Source: an optimization exercise on an open RTL-to-GDS flow (aim: small area). Production flows keep margins and buffers that such runs may drop.
Only simulation tests tie the RTL to the original design; equivalence was not proved.
The clock port is modelled as an ideal driver; clocking choices that lean on that would not hold on a real chip.
Power and IR drop assume default switching activity.

v52:
## busBridge3
module busBridge3
  (i_CLK,
   i_rst,
   i_dataRx,
   i_strobeRx,
   o_dataTx,
   i_strobeTx,
   i_strobeSync,
   o_busAddr,
   o_busData,
   i_busData,
   o_busWe,
   o_busRe,
   i_busAck  
   );
   input wire   i_CLK;
   input wire   i_rst;  
   input wire [7:0] i_dataRx;
   input wire 	    i_strobeRx;
   output wire [7:0] o_dataTx;
   input wire 	     i_strobeTx;
   input wire 	     i_strobeSync;
   output wire [31:0] o_busAddr;
   output wire [31:0] o_busData;
   input wire [31:0] i_busData;
   output reg 	     o_busWe;
   output reg 	     o_busRe;
   input wire 	     i_busAck;
   localparam [3:0] S_IDLE      = 4'd0;
   localparam [3:0] S_ADDRINC   = 4'd1;
   localparam [3:0] S_WORDWIDTH = 4'd2;
   localparam [3:0] S_NWORDS    = 4'd3;
   localparam [3:0] S_ADDRWRITE = 4'd4;
   localparam [3:0] S_WRITE     = 4'd5;
   localparam [3:0] S_ADDRREAD  = 4'd6;
   localparam [3:0] S_READ      = 4'd7;
   localparam [3:0] S_MARGIN    = 4'd8;
   reg [3:0] 	     state;
   reg [1:0] 	     byteIdx;       
   reg 		     pendingRead;
   reg [1:0] 	     marginPre;
   reg [15:0] 	     margin;
   reg [15:0] 	     marginMin;
   reg [31:0] 	     shiftIn;
   reg [31:0] 	     shiftOut;
   assign o_dataTx = shiftOut[7:0];
   reg [31:0] 	     addr;
   assign o_busAddr = addr;
   assign o_busData = shiftIn;
   reg [7:0] 	     config_addrInc;
   reg [1:0] 	     config_wordwidthMinusOne;
   reg [15:0] 	     config_nWordsMinusOne;
   reg [15:0] 	     countNWords;   
   wire 	     lastWord = countNWords == config_nWordsMinusOne;
   wire [31:0] 	     rxAddr = {i_dataRx, shiftIn[23:0]};
   reg [1:0] 	     lastIdx;
   always @(*) begin
      case (state)
	S_NWORDS: lastIdx = 2'd1;
	S_ADDRWRITE, S_ADDRREAD: lastIdx = 2'd3;
  ...
Settings: LEC_CHECK=0, CAP_MARGIN=20, CORE_MARGIN=2, CORE_UTILIZATION=40, SLEW_MARGIN=20; clock period 5.0 ns.
standard.sh (not shown) runs the stock make flow with config.mk's settings and CLKGATE_MAP_FILE= SYNTH_SCRIPT=/design/flow/synth_recipe.tcl, a recipe that flattens the netlist after the stock synthesis.
==> flow/flow/run.sh <==
#!/bin/bash
# Standard synthesis unchanged; the layout steps as standard, except that the ports
# are buffered with sky130_fd_sc_hd__buf_1 and CTS inserts no dummy loads.
set -euo pipefail
bash standard.sh synth > synth.log 2>&1
bash standard.sh \
  "BUFFER_PORTS_ARGS=-buffer_cell sky130_fd_sc_hd__buf_1" \
  "CTS_ARGS=-sink_clustering_enable -repair_clock_nets -dont_use_dummy_load" \
  finish > layout.log 2>&1
Input changes introduced in v36 (baseline for comparison: v52):
-- flow/flow/run.sh --
<<< v52, line 7
  "BUFFER_PORTS_ARGS=-buffer_cell sky130_fd_sc_hd__buf_1" \
  "CTS_ARGS=-sink_clustering_enable -repair_clock_nets -dont_use_dummy_load" \
  finish > layout.log 2>&1
>>> v36, line 7
  "BUFFER_PORTS_ARGS=-buffer_cell sky130_fd_sc_hd__buf_1" \
  "CTS_ARGS=-sink_clustering_enable -repair_clock_nets -dont_use_dummy_load -buf_list {sky130_fd_sc_hd__clkbuf_4 sky130_fd_sc_hd__clkbuf_8}" \
  finish > layout.log 2>&1
Results
The design area of v36 falls short of that of v52 by 1.9%.
Fmax (lower): v52
Routed wire length: v36 better than v52
v36: growth of design area from synthesis to finish 2.1 points below v52
## Diff of input files: v25 against v36
==> flow/run.sh (new file) <==
#!/bin/bash
# synth_recipe.tcl (not shown) runs the flow's synth.tcl, then flattens the netlist and writes it again
# the make line also repeats each setting of config.mk as NAME=value (left out here)
make -C /OpenROAD-flow-scripts/flow DESIGN_CONFIG=/design/flow/config.mk WORK_HOME=/design/flow/orfs CLKGATE_MAP_FILE= SYNTH_SCRIPT=/design/flow/synth_recipe.tcl finish
removed: flow/flow/run.sh
removed: flow/standard.sh
Findings:
v25 completed every stage of the flow, and the final layout passed the timing, DRC and antenna checks. Delta (v25 minus v36): worst setup slack lost 0.22 ns; final area picked up an extra about 11%. Of the two values seen for class of the most critical setup path, flop to flop was produced by v36 and input port to flop by v25. v36 vs v25, most crowded layer after global routing: met1 vs met2. v25 vs. v36: net switching power rose by 12%, power increased by about 19% relative to the old numbers, routed via count divided by cell count went down about 0.33%, cell count grew by 1.2%, number of fill cells in the layout now smaller.


Another version of the RTL of busBridge3 (not shown whole).
Size in the first run: about 120 I/O pins.
==> flow/config.mk <==
export PLATFORM = sky130hd
export DESIGN_NAME = busBridge3
export DESIGN_NICKNAME = busBridge3
export VERILOG_FILES = /design/flow/design.v
export SDC_FILE = /design/flow/constraint.sdc
export NUM_CORES = 4
export LEC_CHECK = 0
export CAP_MARGIN = 20
export CORE_MARGIN = 2
export CORE_UTILIZATION = 40
export SLEW_MARGIN = 20
==> flow/constraint.sdc <==
create_clock -name core_clock -period 5.0 [get_ports {i_CLK}]
set_input_delay 1.0000 -clock core_clock [delete_from_list [all_inputs] [get_ports {i_CLK}]]
set_output_delay 1.0000 -clock core_clock [all_outputs]
set_load 0.01 [all_outputs]
==> flow/flow/run.sh <==
#!/bin/bash
# Own layout flow:
#  1. the standard synthesis, unchanged (standard.sh synth).
#  2. flow/resyn.sh re-maps the combinational logic of that netlist with several ABC scripts;
#     every flip-flop instance is kept as it is, with its name and cell type.
#  3. the standard layout steps on the smallest candidate netlist, except that the ports
#     are buffered with sky130_fd_sc_hd__buf_1 and CTS uses clkbuf_4/clkbuf_8 and no dummy
#     loads. If that layout misses timing, the next candidate is laid out instead, ending
#     with the standard synthesis's netlist itself.
# Each tool's output goes to a log file of its own in this folder.
set -euo pipefail
R=orfs/results/sky130hd/busBridge3/base
bash standard.sh synth > synth.log 2>&1
cp $R/1_2_yosys.v 1_2_yosys.standard.v
bash flow/resyn.sh 1_2_yosys.standard.v > resyn.log 2>&1
mv orfs orfs_synth
n=0
for C in $(cat resyn_cands.txt); do
  n=$((n + 1))
  rm -rf orfs
  cp -a orfs_synth orfs
  cp $C $R/1_2_yosys.v
  rm -f $R/1_synth.odb $R/1_synth.sdc
  echo "try $n: $C" >> tries.log
  if bash standard.sh synth > synth_odb_$n.log 2>&1 &&
     bash standard.sh \
       "BUFFER_PORTS_ARGS=-buffer_cell sky130_fd_sc_hd__buf_1" \
       "CTS_ARGS=-sink_clustering_enable -repair_clock_nets -dont_use_dummy_load -buf_list {sky130_fd_sc_hd__clkbuf_4 sky130_fd_sc_hd__clkbuf_8}" \
       RECOVER_POWER=100 finish > layout_$n.log 2>&1 &&
     python3 -c "
import json, sys
ws = json.load(open('orfs/logs/sky130hd/busBridge3/base/6_report.json'))['finish__timing__setup__ws']
print('setup ws', ws)
sys.exit(0 if ws >= 0.05 else 1)" >> tries.log; then
    echo "kept try $n" >> tries.log
    exit 0
  fi
  mv orfs orfs_try$n
done
echo "no candidate met timing" >> tries.log
exit 1
Other scripts of this flow, unchanged in this note and not shown: flow/flow/abc.constr, flow/flow/abc1.script, flow/flow/abc2.script, flow/flow/abc3.script, flow/flow/abc4.script, flow/flow/abc5.script, flow/flow/abc6.script, flow/flow/abc7.script, flow/flow/abc8.script, flow/flow/abc9.script, flow/flow/keeptop.py, flow/flow/pick.py, flow/flow/resyn.sh
The baseline completed and failed the layout checks on capacitance limit, slew limit.
Then changed:
--- a/flow/flow/run.sh
+++ b/flow/flow/run.sh
@@ -7,3 +7,4 @@
 #     are buffered with sky130_fd_sc_hd__buf_1 and CTS uses clkbuf_4/clkbuf_8 and no dummy
-#     loads. If that layout misses timing, the next candidate is laid out instead, ending
+#     loads, and after CTS the gates off the critical paths are downsized (flow/post_cts.tcl).
+#     If that layout misses timing, the next candidate is laid out instead, ending
 #     with the standard synthesis's netlist itself.
@@ -28,3 +29,4 @@
        "CTS_ARGS=-sink_clustering_enable -repair_clock_nets -dont_use_dummy_load -buf_list {sky130_fd_sc_hd__clkbuf_4 sky130_fd_sc_hd__clkbuf_8}" \
-       RECOVER_POWER=100 finish > layout_$n.log 2>&1 &&
+       "POST_CTS_TCL=$PWD/flow/post_cts.tcl" \
+       finish > layout_$n.log 2>&1 &&
      python3 -c "
==> flow/flow/post_cts.tcl (new file) <==
# Run after CTS (POST_CTS_TCL): downsize gates on paths with positive slack, then repair
# any slew or capacitance violation that leaves, and legalize the placement again.
estimate_parasitics -placement
repair_timing -verbose -recover_power 100 -match_cell_footprint
repair_design -verbose -slew_margin 20 -cap_margin 20 -match_cell_footprint
detailed_placement
check_placement -verbose
estimate_parasitics -placement
report_worst_slack -max
After rerunning: The changed run went through all stages and came out clean. Via count stays flat. Clock power stays flat. Worst setup slack improves by 0.14 ns. Sequential power hardly moves. Total power stays flat. Core utilization climbs by 0.10 points. Non-clock buffer count climbs by 1. Clock-buffer cell count is unchanged. Area after synthesis does not change. Design area is about the same. Maximum frequency climbs by 3.2%.
Then changed:
--- a/flow/flow/run.sh
+++ b/flow/flow/run.sh
@@ -28,3 +28,3 @@
        "BUFFER_PORTS_ARGS=-buffer_cell sky130_fd_sc_hd__buf_1" \
-       "CTS_ARGS=-sink_clustering_enable -repair_clock_nets -dont_use_dummy_load -buf_list {sky130_fd_sc_hd__clkbuf_4 sky130_fd_sc_hd__clkbuf_8}" \
+       "CTS_ARGS=-sink_clustering_enable -sink_clustering_size 25 -sink_clustering_max_diameter 200 -sink_clustering_buffer sky130_fd_sc_hd__clkbuf_8 -repair_clock_nets -dont_use_dummy_load -buf_list {sky130_fd_sc_hd__clkbuf_4 sky130_fd_sc_hd__clkbuf_8}" \
        "POST_CTS_TCL=$PWD/flow/post_cts.tcl" \
@@ -33,5 +33,8 @@
 import json, sys
-ws = json.load(open('orfs/logs/sky130hd/busBridge3/base/6_report.json'))['finish__timing__setup__ws']
-print('setup ws', ws)
-sys.exit(0 if ws >= 0.05 else 1)" >> tries.log; then
+m = json.load(open('orfs/logs/sky130hd/busBridge3/base/6_report.json'))
+ws = m['finish__timing__setup__ws']
+hs = m['finish__timing__hold__ws']
+drv = m.get('finish__timing__drv__max_slew', 0) + m.get('finish__timing__drv__max_cap', 0)
+print('setup ws', ws, 'hold ws', hs, 'slew/cap violations', drv)
+sys.exit(0 if ws >= 0.05 and hs >= 0 and drv == 0 else 1)" >> tries.log; then
     echo "kept try $n" >> tries.log
=> Final area does not change. Critical path depth does not change. Via count stays the same. Maximum frequency stays the same. Worst hold slack stays the same. Final cell count does not change. Core utilization stays the same. Non-clock buffer count does not change. Setup slack is unchanged. Total power does not change.
Then changed:
--- a/flow/flow/run.sh
+++ b/flow/flow/run.sh
@@ -7,4 +7,3 @@
 #     are buffered with sky130_fd_sc_hd__buf_1 and CTS uses clkbuf_4/clkbuf_8 and no dummy
-#     loads, and after CTS the gates off the critical paths are downsized (flow/post_cts.tcl).
-#     If that layout misses timing, the next candidate is laid out instead, ending
+#     loads. If that layout misses timing, the next candidate is laid out instead, ending
 #     with the standard synthesis's netlist itself.
@@ -28,4 +27,3 @@
        "BUFFER_PORTS_ARGS=-buffer_cell sky130_fd_sc_hd__buf_1" \
-       "CTS_ARGS=-sink_clustering_enable -sink_clustering_size 25 -sink_clustering_max_diameter 200 -sink_clustering_buffer sky130_fd_sc_hd__clkbuf_8 -repair_clock_nets -dont_use_dummy_load -buf_list {sky130_fd_sc_hd__clkbuf_4 sky130_fd_sc_hd__clkbuf_8}" \
-       "POST_CTS_TCL=$PWD/flow/post_cts.tcl" \
+       "CTS_ARGS=-sink_clustering_enable -repair_clock_nets -dont_use_dummy_load -buf_list {sky130_fd_sc_hd__clkbuf_4 sky130_fd_sc_hd__clkbuf_8}" \
        finish > layout_$n.log 2>&1 &&
@@ -33,8 +31,5 @@
 import json, sys
-m = json.load(open('orfs/logs/sky130hd/busBridge3/base/6_report.json'))
-ws = m['finish__timing__setup__ws']
-hs = m['finish__timing__hold__ws']
-drv = m.get('finish__timing__drv__max_slew', 0) + m.get('finish__timing__drv__max_cap', 0)
-print('setup ws', ws, 'hold ws', hs, 'slew/cap violations', drv)
-sys.exit(0 if ws >= 0.05 and hs >= 0 and drv == 0 else 1)" >> tries.log; then
+ws = json.load(open('orfs/logs/sky130hd/busBridge3/base/6_report.json'))['finish__timing__setup__ws']
+print('setup ws', ws)
+sys.exit(0 if ws >= 0.05 else 1)" >> tries.log; then
     echo "kept try $n" >> tries.log
removed: flow/flow/post_cts.tcl
Sequential cell count does not change.
Cell count hardly moves.
Global-route usage barely changes.
Total power hardly moves.
Then changed:
--- a/flow/flow/run.sh
+++ b/flow/flow/run.sh
@@ -7,3 +7,4 @@
 #     are buffered with sky130_fd_sc_hd__buf_1 and CTS uses clkbuf_4/clkbuf_8 and no dummy
-#     loads. If that layout misses timing, the next candidate is laid out instead, ending
+#     loads, and after CTS the gates off the critical paths are downsized (flow/post_cts.tcl).
+#     If that layout misses timing, the next candidate is laid out instead, ending
 #     with the standard synthesis's netlist itself.
@@ -28,2 +29,3 @@
        "CTS_ARGS=-sink_clustering_enable -repair_clock_nets -dont_use_dummy_load -buf_list {sky130_fd_sc_hd__clkbuf_4 sky130_fd_sc_hd__clkbuf_8}" \
+       "POST_CTS_TCL=$PWD/flow/post_cts.tcl" \
        finish > layout_$n.log 2>&1 &&
@@ -31,5 +33,8 @@
 import json, sys
-ws = json.load(open('orfs/logs/sky130hd/busBridge3/base/6_report.json'))['finish__timing__setup__ws']
-print('setup ws', ws)
-sys.exit(0 if ws >= 0.05 else 1)" >> tries.log; then
+m = json.load(open('orfs/logs/sky130hd/busBridge3/base/6_report.json'))
+ws = m['finish__timing__setup__ws']
+hs = m['finish__timing__hold__ws']
+drv = m.get('finish__timing__drv__max_slew', 0) + m.get('finish__timing__drv__max_cap', 0)
+print('setup ws', ws, 'hold ws', hs, 'slew/cap violations', drv)
+sys.exit(0 if ws >= 0.05 and hs >= 0 and drv == 0 else 1)" >> tries.log; then
     echo "kept try $n" >> tries.log
==> flow/flow/post_cts.tcl (new file) <==
# Run after CTS (POST_CTS_TCL): downsize gates on paths with positive slack, then repair
# any slew or capacitance violation that leaves, and legalize the placement again.
estimate_parasitics -placement
repair_timing -verbose -recover_power 100 -match_cell_footprint
repair_design -verbose -slew_margin 20 -cap_margin 20 -match_cell_footprint
detailed_placement
check_placement -verbose
estimate_parasitics -placement
report_worst_slack -max
What happened:
- final cell count stays flat
- maximum frequency barely changes
- clock skew hardly moves
- core utilization is lower by 0.33 points
- global-route usage hardly moves
- critical path depth does not change

[what the ideal ports hide]
The results above use ideal ports. As a check the final layouts listed here were re-extracted and re-timed, cells and wires unchanged. Step 1: set_driving_cell puts a clkbuf_16 on i_CLK and a buf_2 on each other input, an assumption about the parent block. Step 2 times the ports against the registers' clock, not the clock port: input delays grow and output delays shrink by t, the midpoint of the rising clock arrivals with the driver on. Three values: no drivers, after step 1, after step 2; two values: the first two.
run	shift t [ns]	setup slack, ns	cell pins on the clock port's net
v52	0.469	1.798 / 1.798 / 1.550	1
v36	0.495	1.815 / 1.815 / 1.544	1
v25	0.473	1.594 / 1.618 / 1.145	1
the first run of note 2	0.481	0.477 / 0.477 / 0.188	1
the second run of note 2	0.479	0.618 / 0.618 / 0.169	1
the third run of note 2	0.479	0.618 / 0.618 / 0.169	1
the fourth run of note 2	0.478	0.617 / 0.617 / 0.207	1
the fifth run of note 2	0.479	0.618 / 0.618 / 0.169	1
